Source: an optimization exercise on an open RTL-to-GDS flow (aim: small area and a short achievable clock period). Production flows keep margins and buffers that such runs may drop.
At most, simulation tests tie the RTL to the original design; equivalence was not proved.
The clock input has no modelled driver; a real chip could not lean on it and would need a root buffer or a full tree.

==> inputs of v36 <==
==> flow/design.v (excerpt) <==
module encoder (
    input clk,
    input rst_n,
    input [31:0] data_in,
    output logic [31:0] data_out
);
    logic [7:0] cnt;              
    logic [7:0] cnt_nxt;
    logic [1:0] u, un;
    logic [5:0] v, vn;
    assign cnt_nxt = (cnt == 8'd254) ? 8'd0 : cnt + 8'd1;
    assign u = cnt[7:6];
    assign v = cnt[5:0];
    assign un = cnt_nxt[7:6];
    assign vn = cnt_nxt[5:0];
    always_ff @(posedge clk) begin
        if (!rst_n) cnt <= 8'd254;
        else cnt <= cnt_nxt;
    end
    logic acc;
    logic [7:0] cnt_nxt2;
    assign cnt_nxt2 = (cnt_nxt == 8'd254) ? 8'd0 : cnt_nxt + 8'd1;
    always_ff @(posedge clk) begin
        if (!rst_n) acc <= 1'b1;
        else acc <= (cnt_nxt2[5:0] < 6'd59) || (cnt_nxt2[5:0] == 6'd59 && cnt_nxt2[7:6] != 2'd3);
    end
    logic [3:0][7:0] enc;
    always_ff @(posedge clk) begin
        enc[3] <= data_in[31:24];
        if (acc) enc[2:0] <= data_in[23:0];
    end
    logic [7:0] el [0:3];
    logic [7:0] cat [0:7];        
    always_comb begin
        for (int s = 0; s < 4; s++) begin
  ...
clock: 14.0 ns
lec_check: 0
cap_margin: 20
core_margin: 2
core_utilization: 65
slew_margin: 20
standard.sh (not shown) runs the stock make flow with config.mk's settings and CLKGATE_MAP_FILE= SYNTH_SCRIPT=/design/flow/synth_recipe.tcl, a recipe that flattens the netlist after the stock synthesis.
==> flow/flow/run.sh <==
#!/bin/bash
# Standard layout, except: the synthesis maps with flow/abc_speed.script,
# the clock tree is flow/ctree.tcl's two-level tree, the ports get plain
# buffers, timing repair aims below the period, and the wire capacitance
# the placement-stage timing estimates use is scaled up by 1.3 (closer to
# the extracted values).
set -euo pipefail
rm -rf scripts_local
cp -r "$FLOW_HOME/scripts" scripts_local
cp flow/abc_speed.script scripts_local/abc_speed.script
sed -i 's|^log_cmd clock_tree_synthesis .*|source $::env(CTREE_TCL)|' scripts_local/cts.tcl
grep -q CTREE_TCL scripts_local/cts.tcl
python3 - "$FLOW_HOME/platforms/sky130hd/setRC.tcl" 1.3 > setRC_scaled.tcl <<'PY'
import re, sys
s = open(sys.argv[1]).read()
k = float(sys.argv[2])
print(re.sub(r'-capacitance ([0-9.Ee+-]+)', lambda m: '-capacitance %g' % (float(m.group(1)) * k), s))
PY
export LAYER_PARASITICS_FILE=$PWD/setRC_scaled.tcl
export CTREE_TCL=$PWD/flow/ctree.tcl
export CTREE_LEAF=20
export CTREE_BUF_LEAF=sky130_fd_sc_hd__clkbuf_16
export CTREE_BUF_TOP=sky130_fd_sc_hd__clkbuf_16
export SCRIPTS_DIR=$PWD/scripts_local
export BUFFER_PORTS_ARGS="-buffer_cell sky130_fd_sc_hd__buf_2"
export SETUP_SLACK_MARGIN=10.1
bash standard.sh > standard.log 2>&1
Other scripts of this flow, unchanged in this note and not shown: flow/flow/abc_speed.script, flow/flow/ctree.tcl
==> v30 (differences from v36) <==
--- a/flow/flow/run.sh
+++ b/flow/flow/run.sh
@@ -23,5 +23,5 @@
 export CTREE_BUF_TOP=sky130_fd_sc_hd__clkbuf_16
 export SCRIPTS_DIR=$PWD/scripts_local
 export BUFFER_PORTS_ARGS="-buffer_cell sky130_fd_sc_hd__buf_2"
-export SETUP_SLACK_MARGIN=10.1
+export SETUP_SLACK_MARGIN=10.15
 bash standard.sh > standard.log 2>&1
--- a/flow/config.mk
+++ b/flow/config.mk
@@ -8,4 +8,5 @@
 export CAP_MARGIN = 20
 export CORE_MARGIN = 2
 export CORE_UTILIZATION = 65
+export PLACE_DENSITY = 0.75
 export SLEW_MARGIN = 20
==> comparison table <==
quantity	v36	v30
Result of the run	finished clean	finished clean
Part of the cycle the worst path needs	0.2558	0.2535
Placed cell count	1877	1879
Post-layout nets	1654	1656
Global-route usage over all layers	0.4132	0.4252
Number of filler instances in the final layout	1659	1605
Post-cts repair resize count	5	13
Critical Path Max Stage Delay	0.36 ns	0.33 ns
Half-perimeter wire length after detailed placement	36.04 mm	37.46 mm
Grt met2 use	0.6314	0.6499
Reg2Reg Launch Point	rot[10]$_SDFF_PN0_	rot[1]$_SDFF_PN0_
Via density	6.218	6.334
Vias after detailed routing	11770	12000
Detailed Route Iter0 Violations	1818	1680
Arrival time at the worst endpoint	0.78 ns	0.75 ns
Routability cong.	1.091	1.078
Achievable Freq	0.2793 GHz	0.2818 GHz
In every run of this note, the design's own scripts or RTL, not TritonCTS, make the clock network.

* * *

==> trial 4 <==
encoder, a different RTL version from the one above (not shown whole).
## encoder
module encoder (
    input clk,
    input rst_n,
    input [31:0] data_in,
    output logic [31:0] data_out
);
Settings: LEC_CHECK=0, CAP_MARGIN=60, CORE_MARGIN=2, CORE_UTILIZATION=40, SLEW_MARGIN=60; clock period 14.0 ns.
run.sh (not shown) runs the stock make flow with config.mk's settings and CLKGATE_MAP_FILE= SYNTH_SCRIPT=/design/flow/synth_recipe.tcl, a recipe that flattens the netlist after the stock synthesis.
Stock flow here: none of the scripts above is used.
==> trial 34 (differences from trial 4) <==
==> flow/config.mk (replaced) <==
export PLATFORM = sky130hd
export DESIGN_NAME = encoder
export DESIGN_NICKNAME = encoder
export VERILOG_FILES = /design/flow/design.v
export SDC_FILE = /design/flow/constraint.sdc
export NUM_CORES = 8
export LEC_CHECK = 0
export CAP_MARGIN = 85
export CORE_MARGIN = 2
export CORE_UTILIZATION = 40
export SLEW_MARGIN = 85
==> build 1 (differences from trial 4) <==
--- a/flow/design.v
+++ b/flow/design.v
@@ -2,63 +2,68 @@
     input clk,
     input rst_n,
     input [31:0] data_in,
     output logic [31:0] data_out
 );
-    logic [7:0] cnt;
-    logic [127:0] par;            
-    logic [3:0][7:0] enc;         
-    logic [1:0] u;
-    logic [5:0] v;
+    logic [7:0] cnt;              
     logic [7:0] cnt_nxt;
-    logic acc;
+    logic [1:0] u, un;
+    logic [5:0] v, vn;
+    assign cnt_nxt = (cnt == 8'd254) ? 8'd0 : cnt + 8'd1;
     assign u = cnt[7:6];
     assign v = cnt[5:0];
-    assign cnt_nxt = (cnt == 8'd254) ? 8'd0 : cnt + 8'd1;
-    assign acc = (cnt_nxt[5:0] < 6'd59) || (cnt_nxt[5:0] == 6'd59 && cnt_nxt[7:6] != 2'd3);
+    assign un = cnt_nxt[7:6];
+    assign vn = cnt_nxt[5:0];
     always_ff @(posedge clk) begin
         if (!rst_n) cnt <= 8'd254;
         else cnt <= cnt_nxt;
     end
+    logic ptop;
+    always_ff @(posedge clk) begin
+        if (!rst_n) ptop <= 1'b0;
+        else ptop <= (vn != 6'd0) && (vn <= 6'd59);
+    end
+    logic acc;
+    assign acc = (vn < 6'd59) || (vn == 6'd59 && un != 2'd3);
+    logic [3:0][7:0] enc;
     always_ff @(posedge clk) begin
-        if (acc) enc <= data_in;
+        enc[3] <= data_in[31:24];
+        if (acc) enc[2:0] <= data_in[23:0];
     end
-    logic [7:0] dl [0:3];
     logic [7:0] el [0:3];
-    logic [7:0] cat [0:7];
+    logic [7:0] cat [0:7];        
     always_comb begin
         for (int s = 0; s < 4; s++) begin
-            dl[s] = data_out[31 - 8 * s -: 8];
             el[s] = enc[3 - s];
-            cat[s] = dl[s];
-            cat[s + 4] = el[s];
+            cat[s] = enc[3 - s];
+            cat[s + 4] = data_in[31 - 8 * s -: 8];
         end
     end
-    logic [3:0][7:0] slot;
-    logic [31:0] fb;              
+    logic [3:0][7:0] rot;
+    logic [3:0][7:0] rot_d;
+    always_comb begin
+        for (int j = 0; j < 4; j++) begin
+            rot_d[j] = cat[j + 3 - un];
+            if ((j == 0 && vn == 6'd0) || vn > 6'd59 || !rst_n) rot_d[j] = 8'd0;
+        end
+    end
+    always_ff @(posedge clk) begin
+        rot <= rot_d;
+    end
+    logic [127:0] par;            
     logic [127:0] peff;
+    logic [31:0] fb;              
     logic [127:0] mp;
     logic [127:0] pnew;
-    logic en;
-    logic first;
-    assign first = (v == 6'd0);
-    assign en = (v <= 6'd59);
-    assign peff[127:96] = first ? 32'd0 : par[127:96];
+    assign peff[127:96] = ptop ? par[127:96] : 32'd0;
     assign peff[95:64] = par[95:64];
     assign peff[63:0] = (cnt == 8'd254) ? 64'd0 : par[63:0];
     always_comb begin
-        for (int j = 0; j < 4; j++) begin
-            slot[j] = cat[j + 3 - u];
-            if (j == 0 && first) slot[j] = 8'd0;
-        end
         for (int e = 0; e < 4; e++)
-            fb[8 * e +: 8] = en ? (peff[8 * (12 + e) +: 8] ^ slot[3 - e]) : 8'd0;
+            fb[8 * e +: 8] = peff[8 * (12 + e) +: 8] ^ rot[3 - e];
         pnew = {peff[95:0], 32'd0} ^ mp;
     end
-    always_ff @(posedge clk) begin
-        par <= pnew;
-    end
     logic [208:0] cx;
     assign cx[0] = fb[4] ^ fb[21];
     assign cx[1] = fb[20] ^ fb[31];
     assign cx[2] = fb[9] ^ fb[23];
     assign cx[3] = fb[6] ^ fb[8];
@@ -393,21 +398,22 @@
     assign mp[123] = fb[12] ^ cx[32] ^ cx[55] ^ cx[114] ^ cx[146];
     assign mp[124] = cx[51] ^ cx[64] ^ cx[137] ^ cx[142];
     assign mp[125] = cx[1] ^ cx[54] ^ cx[139] ^ cx[157];
     assign mp[126] = cx[66] ^ cx[125] ^ cx[144] ^ cx[192];
     assign mp[127] = fb[12] ^ cx[21] ^ cx[71] ^ cx[122] ^ cx[153];
-    logic [7:0] sw [0:7];
+    always_ff @(posedge clk) begin
+        par <= pnew;
+    end
     logic [3:0] msg;
+    logic [7:0] tw [0:19];
     logic [31:0] dnext;
     always_comb begin
-        for (int i = 0; i < 8; i++) begin
-            sw[i] = par[8 * (15 - i) +: 8];
-            if (i >= 4 && v == 6'd59) sw[i] = pnew[8 * (19 - i) +: 8];
-        end
+        for (int i = 0; i < 4; i++) tw[i] = par[8 * (15 - i) +: 8];
+        for (int i = 0; i < 16; i++) tw[i + 4] = pnew[8 * (15 - i) +: 8];
         for (int s = 0; s < 4; s++) begin
             msg[s] = (v <= 6'd58) || (v == 6'd59 && s < 3 - u) || (v == 6'd63 && s >= 3 - u);
-            dnext[31 - 8 * s -: 8] = msg[s] ? el[s] : sw[s + u + 1];
+            dnext[31 - 8 * s -: 8] = msg[s] ? el[s] : tw[s + u + 1];
         end
     end
     always_ff @(posedge clk) begin
         data_out <= dnext;
     end
==> flow/flow/run.sh (new file) <==
#!/bin/bash
# Standard layout, except: the synthesis maps with flow/abc_speed.script,
# the ports get plain buffers, and timing repair aims below the period.
set -euo pipefail
rm -rf scripts_local
cp -r "$FLOW_HOME/scripts" scripts_local
cp flow/abc_speed.script scripts_local/abc_speed.script
export SCRIPTS_DIR=$PWD/scripts_local
export BUFFER_PORTS_ARGS="-buffer_cell sky130_fd_sc_hd__buf_2"
export SETUP_SLACK_MARGIN=10.2
bash standard.sh > standard.log 2>&1
==> flow/flow/abc_speed.script (new file) <==
strash
dch -f
map -a
topo
stime -c
==> flow/standard.sh (new file) <==
#!/bin/bash
# synth_recipe.tcl (not shown) runs the flow's synth.tcl, then flattens the netlist and writes it again
# the make line also repeats each setting of config.mk as NAME=value (left out here)
make -C /OpenROAD-flow-scripts/flow DESIGN_CONFIG=/design/flow/config.mk WORK_HOME=/design/flow/orfs CLKGATE_MAP_FILE= SYNTH_SCRIPT=/design/flow/synth_recipe.tcl "${@:-finish}"
==> flow/config.mk (replaced) <==
export PLATFORM = sky130hd
export DESIGN_NAME = encoder
export DESIGN_NICKNAME = encoder
export VERILOG_FILES = /design/flow/design.v
export SDC_FILE = /design/flow/constraint.sdc
export NUM_CORES = 8
export LEC_CHECK = 0
export CAP_MARGIN = 20
export CORE_MARGIN = 2
export CORE_UTILIZATION = 65
export CTS_CLUSTER_DIAMETER = 100
export CTS_CLUSTER_SIZE = 20
export SLEW_MARGIN = 20
removed: flow/run.sh
==> qor summary <==
	trial 34	trial 4	build 1
Met1 Resource Use GR	47.3%	43.8%	64.6%
Period utilization	87.1%	37.7%	28.4%
Routability congestion estimate	1.04	1.04	1.24
Number of synthesized flops with an enable pin	32	32	24
Data buffer area share	16.2%	6.56%	6.35%
Ant. Diodes	2	0	0
Count of clock buffers in the final design	19	17	22
Critical Path Most Common Cell	clkdlybuf4s50_1	xnor3_1	-
Layout cells sized above 1	54.1%	13.7%	17.9%
Clock buffers created by TritonCTS	17	17	15
Distinct cell type count after synthesis	70	70	26
Post-CTS Repair Setup Buffers	0	0	20
Worst slack after detailed placement	7.56 ns	8.65 ns	8.62 ns
Reg clk slew, reported paths	0.08 ns	0.08 ns	0.09 ns
Maximum fanout encountered on the critical timing path	16	33	28
Largest area contributor in the synthesized netlist	xnor2_1	xnor2_1	xor2_1
Detail Placement HPWL	66400 µm	54200 µm	45000 µm
WL per Instance	32.9 µm	29.7 µm	28.8 µm
Fillers	2546	4026	1558
Commonest non-fill, non-tap cell in the layout	xnor2_2	xnor2_1	xor2_1
Result of the run	no timing/DRC/antenna violations	no timing/DRC/antenna violations	no timing/DRC/antenna violations
Top layer reached by signal wires	met5	met5	met4
Flops & latches, synth	200	200	233
For trial 4 and trial 34, only the layout was checked, not whether the RTL still works.

* * *

==> trial 84 <==
encoder, a different RTL version from the one above (not shown whole).
clock: 14.0 ns
lec_check: 0
cap_margin: 20
core_margin: 2
core_utilization: 78
slew_margin: 20
standard.sh (not shown) runs the stock make flow with config.mk's settings and CLKGATE_MAP_FILE= SYNTH_SCRIPT=/design/flow/synth_recipe.tcl, a recipe that flattens the netlist after the stock synthesis.
==> flow/flow/run.sh <==
#!/bin/bash
# Standard layout, except: the synthesis maps with flow/abc_speed.script,
# the clock tree is flow/ctree.tcl's two-level tree, the ports get plain
# buffers, timing repair aims below the period, and the wire capacitance
# the placement-stage timing estimates use is scaled up by 1.3 (closer to
# the extracted values).
set -euo pipefail
rm -rf scripts_local
cp -r "$FLOW_HOME/scripts" scripts_local
cp flow/abc_speed.script scripts_local/abc_speed.script
sed -i 's|^log_cmd clock_tree_synthesis .*|source $::env(CTREE_TCL)|' scripts_local/cts.tcl
grep -q CTREE_TCL scripts_local/cts.tcl
python3 - "$FLOW_HOME/platforms/sky130hd/setRC.tcl" 1.3 > setRC_scaled.tcl <<'PY'
import re, sys
s = open(sys.argv[1]).read()
k = float(sys.argv[2])
print(re.sub(r'-capacitance ([0-9.Ee+-]+)', lambda m: '-capacitance %g' % (float(m.group(1)) * k), s))
PY
export LAYER_PARASITICS_FILE=$PWD/setRC_scaled.tcl
export CTREE_TCL=$PWD/flow/ctree.tcl
export CTREE_LEAF=20
export SCRIPTS_DIR=$PWD/scripts_local
export BUFFER_PORTS_ARGS="-buffer_cell sky130_fd_sc_hd__buf_2"
export SETUP_SLACK_MARGIN=10.2
bash standard.sh > standard.log 2>&1
==> flow/flow/abc_speed.script <==
strash
dch -f
&get -n
&nf -R 1000 -p
&put
topo
stime -c
==> flow/flow/ctree.tcl <==
# Two-level clock tree in place of clock_tree_synthesis: the clock port drives
# one buffer per quadrant of the clock sinks, and each of those drives the
# leaf buffers of its quadrant (at most CTREE_LEAF sinks per leaf).
set ct_block [ord::get_db_block]
set ct_dbu [$ct_block getDbUnitsPerMicron]
set ct_buf sky130_fd_sc_hd__clkbuf_16
set ct_leaf [expr {[info exists ::env(CTREE_LEAF)] ? $::env(CTREE_LEAF) : 20}]

proc ct_centroid {pts} {
  set sx 0.0; set sy 0.0
  foreach p $pts { set sx [expr {$sx + [lindex $p 1]}]; set sy [expr {$sy + [lindex $p 2]}] }
  set n [llength $pts]
  return [list [expr {$sx / $n}] [expr {$sy / $n}]]
}
# split {pin x y} items into k near-equal parts along x (idx 1) or y (idx 2)
proc ct_split {pts k idx} {
  set s [lsort -real -index $idx $pts]
  set n [llength $s]
  set out {}
  for {set i 0} {$i < $k} {incr i} {
    lappend out [lrange $s [expr {($n * $i) / $k}] [expr {($n * ($i + 1)) / $k - 1}]]
  }
  return $out
}
proc ct_span {pts idx} {
  set l [lsort -real -index $idx $pts]
  return [expr {[lindex $l end $idx] - [lindex $l 0 $idx]}]
}
proc ct_um {v} { return [expr {$v / double($::ct_dbu)}] }

set ct_sinks {}
foreach p [get_pins -of_objects [get_nets clk]] {
  lassign [[sta::sta_to_db_pin $p] getAvgXY] ok x y
  lappend ct_sinks [list $p $x $y]
}
puts "ctree: [llength $ct_sinks] clock sinks"

set ct_quads {}
foreach half [ct_split $ct_sinks 2 1] {
  foreach q [ct_split $half 2 2] { lappend ct_quads $q }
}
set qi 0
foreach q $ct_quads {
  set nleaf [expr {int(ceil([llength $q] / double($ct_leaf)))}]
  set idx [expr {[ct_span $q 1] > [ct_span $q 2] ? 1 : 2}]
  set leafxy {}
  set li 0
  foreach g [ct_split $q $nleaf $idx] {
    set pins {}
    foreach p $g { lappend pins [lindex $p 0] }
    lassign [ct_centroid $g] cx cy
    set bname "ctree_leaf_${qi}_${li}"
    insert_buffer -buffer_cell $ct_buf -net clk -load_pins $pins \
      -location [list [ct_um $cx] [ct_um $cy]] \
      -buffer_name $bname -net_name "ctree_net_leaf_${qi}_${li}"
    lappend leafxy [list x $cx $cy]
    incr li
  }
  # insert_buffer adds a number to the names: find this quadrant's leaves
  set leafpins {}
  foreach p [get_pins -of_objects [get_nets clk]] {
    if {[string match "ctree_leaf_${qi}_*" [get_full_name $p]]} { lappend leafpins $p }
  }
  lassign [ct_centroid $leafxy] cx cy
  insert_buffer -buffer_cell $ct_buf -net clk -load_pins $leafpins \
    -location [list [ct_um $cx] [ct_um $cy]] \
    -buffer_name "ctree_q_${qi}" -net_name "ctree_net_q_${qi}"
  incr qi
}
foreach net [$ct_block getNets] {
  if {[string match ctree_net_* [$net getName]]} { $net setSigType CLOCK }
}
[$ct_block findNet clk] setSigType CLOCK
set_propagated_clock [all_clocks]
puts "ctree: clock port drives [llength [get_pins -of_objects [get_nets clk]]] pins"
==> inputs of trial 64, as changes to trial 84 <==
--- a/flow/design.v
+++ b/flow/design.v
@@ -15,17 +15,17 @@
     assign vn = cnt_nxt[5:0];
     always_ff @(posedge clk) begin
         if (!rst_n) cnt <= 8'd254;
         else cnt <= cnt_nxt;
     end
-    logic acc;
-    logic [7:0] cnt_nxt2;
-    assign cnt_nxt2 = (cnt_nxt == 8'd254) ? 8'd0 : cnt_nxt + 8'd1;
+    logic ptop;
     always_ff @(posedge clk) begin
-        if (!rst_n) acc <= 1'b1;
-        else acc <= (cnt_nxt2[5:0] < 6'd59) || (cnt_nxt2[5:0] == 6'd59 && cnt_nxt2[7:6] != 2'd3);
+        if (!rst_n) ptop <= 1'b0;
+        else ptop <= (vn != 6'd0) && (vn <= 6'd59);
     end
+    logic acc;
+    assign acc = (vn < 6'd59) || (vn == 6'd59 && un != 2'd3);
     logic [3:0][7:0] enc;
     always_ff @(posedge clk) begin
         enc[3] <= data_in[31:24];
         if (acc) enc[2:0] <= data_in[23:0];
     end
@@ -36,36 +36,29 @@
             el[s] = enc[3 - s];
             cat[s] = enc[3 - s];
             cat[s + 4] = data_in[31 - 8 * s -: 8];
         end
     end
-    logic [127:0] par;            
-    logic [127:0] peff;
-    logic [31:0] fb;              
-    logic [127:0] mp;
-    logic [127:0] pnew;
     logic [3:0][7:0] rot;
     logic [3:0][7:0] rot_d;
-    logic ptop_n;
     always_comb begin
-        ptop_n = (vn != 6'd0) && (vn <= 6'd59);
         for (int j = 0; j < 4; j++) begin
             rot_d[j] = cat[j + 3 - un];
-            if ((j == 0 && vn == 6'd0) || vn > 6'd59) rot_d[j] = 8'd0;
-            if (!ptop_n) rot_d[j] = rot_d[j] ^ pnew[8 * (15 - j) +: 8];
+            if ((j == 0 && vn == 6'd0) || vn > 6'd59 || !rst_n) rot_d[j] = 8'd0;
         end
     end
     always_ff @(posedge clk) begin
         rot <= rot_d;
     end
-    logic first;
-    always_ff @(posedge clk) begin
-        if (!rst_n) first <= 1'b0;
-        else first <= (vn == 6'd0);
-    end
-    assign peff[127:96] = par[127:96];
-    assign peff[95:0] = first ? 96'd0 : par[95:0];
+    logic [127:0] par;            
+    logic [127:0] peff;
+    logic [31:0] fb;              
+    logic [127:0] mp;
+    logic [127:0] pnew;
+    assign peff[127:96] = ptop ? par[127:96] : 32'd0;
+    assign peff[95:64] = par[95:64];
+    assign peff[63:0] = (cnt == 8'd254) ? 64'd0 : par[63:0];
     always_comb begin
         for (int e = 0; e < 4; e++)
             fb[8 * e +: 8] = peff[8 * (12 + e) +: 8] ^ rot[3 - e];
         pnew = {peff[95:0], 32'd0} ^ mp;
     end
==> flow/flow/run.sh (replaced) <==
#!/bin/bash
# Standard layout, except: the synthesis maps with flow/abc_speed.script,
# the ports get plain buffers, and timing repair aims below the period.
set -euo pipefail
rm -rf scripts_local
cp -r "$FLOW_HOME/scripts" scripts_local
cp flow/abc_speed.script scripts_local/abc_speed.script
export SCRIPTS_DIR=$PWD/scripts_local
export BUFFER_PORTS_ARGS="-buffer_cell sky130_fd_sc_hd__buf_2"
export SETUP_SLACK_MARGIN=10.5
bash standard.sh > standard.log 2>&1
==> flow/flow/abc_speed.script (replaced) <==
strash
dch -f
map -a
topo
stime -c
- CORE_UTILIZATION: 78 -> 65
- CTS_CLUSTER_DIAMETER: default -> 100
- CTS_CLUSTER_SIZE: default -> 20
removed: flow/flow/ctree.tcl
==> summary.txt <==
| quantity | trial 64 | trial 84 |
|---|---|---|
| Cell Count, Final, Fillers Out | 2,229 | 2,023 |
| Multi-input comb cells | 1,392 | 1,349 |
| Count of buffering cells on the critical path with inverters included | 1 | 2 |
| Average via count per standard cell | 6.61 | 7.02 |
| Number of global-route vias before repair | 13,300 | 13,200 |
| Launch instance of the worst register-to-register path | ptop | par[101] |
| Net Count, Synth | 1,763 | 1,626 |
| CTS clk-pin slew, worst paths | 0.08 ns | 0.09 ns |
| Run status | no timing/DRC/antenna violations | no timing/DRC/antenna violations |
| CP arrival | 0.98 ns | 4.17 ns |
| Wire length on met1 | 22.5 mm | 19.6 mm |
| Diode count | 0 | 1 |
| Fraction of post-synthesis cell area in the top cell type by area | 0.322 | 0.394 |
| Fraction of final layout cells with drive strength greater than 1 | 0.226 | 0.131 |
| Post-synthesis sequential element count | 233 | 234 |
| Worst Tran Pin Value | 1.32 ns | 1.04 ns |
| Sequential share of the synthesized area | 0.324 | 0.320 |
| Number of instances in the synthesized netlist | 1,727 | 1,587 |
| Global-route track usage on met3 | 0.201 | 0.232 |
| Gpl congestion | 1.20 | 1.21 |
| Combined area of the multi-input logic cells | 11,100 um^2 | 10,900 um^2 |
| Fin area | 18,800 um^2 | 17,600 um^2 |
| Xor and xnor area share after synthesis | 0.450 | 0.504 |
| Wire length reported by the detailed router | 64.5 mm | 60.1 mm |
In trial 84 the design's own scripts or RTL, not TritonCTS, make the clock network.

separate check: timing with driven ports:
The flow's constraints put no driver on any port. The routed layouts listed below were extracted and timed again, unchanged, in two steps. Step 1: set_driving_cell puts a clkbuf_16 on clk and a buf_2 on each other input, an assumption about the parent block. Step 2, shift: input delay + t, output delay - t, t = (earliest + latest rising clock arrival at the registers) / 2. This alone moves slack from input paths to output paths. Slacks: no drivers / after step 1 / after step 2; pairs: no drivers / after step 1.
run	shift t [ns]	setup slack, ns	worst hold slack (ns)	worst data-port slew with drivers (ns)
v36	0.405	10.419 / 10.309 / 10.150	0.484 / 0.484 / 0.484	0.03
v30	0.411	10.451 / 10.340 / 10.136	0.490 / 0.490 / 0.490	0.03
trial 4	0.572	8.720 / 8.720 / 8.720	0.475 / 0.475 / 0.475	0.04
trial 34	0.573	1.810 / 1.810 / 1.810	0.467 / 0.467 / 0.467	0.04
build 1	0.559	10.026 / 10.026 / 9.864	0.471 / 0.471 / 0.471	0.04
trial 84	0.430	10.012 / 10.012 / 10.012	0.499 / 0.499 / 0.499	0.05
trial 64	0.552	10.217 / 10.166 / 10.014	0.462 / 0.462 / 0.462	0.05
After both steps every run listed still meets setup and hold. The setup slack of v30, which loses most, moves by -0.111 ns with the drivers and by -0.315 ns with both steps.
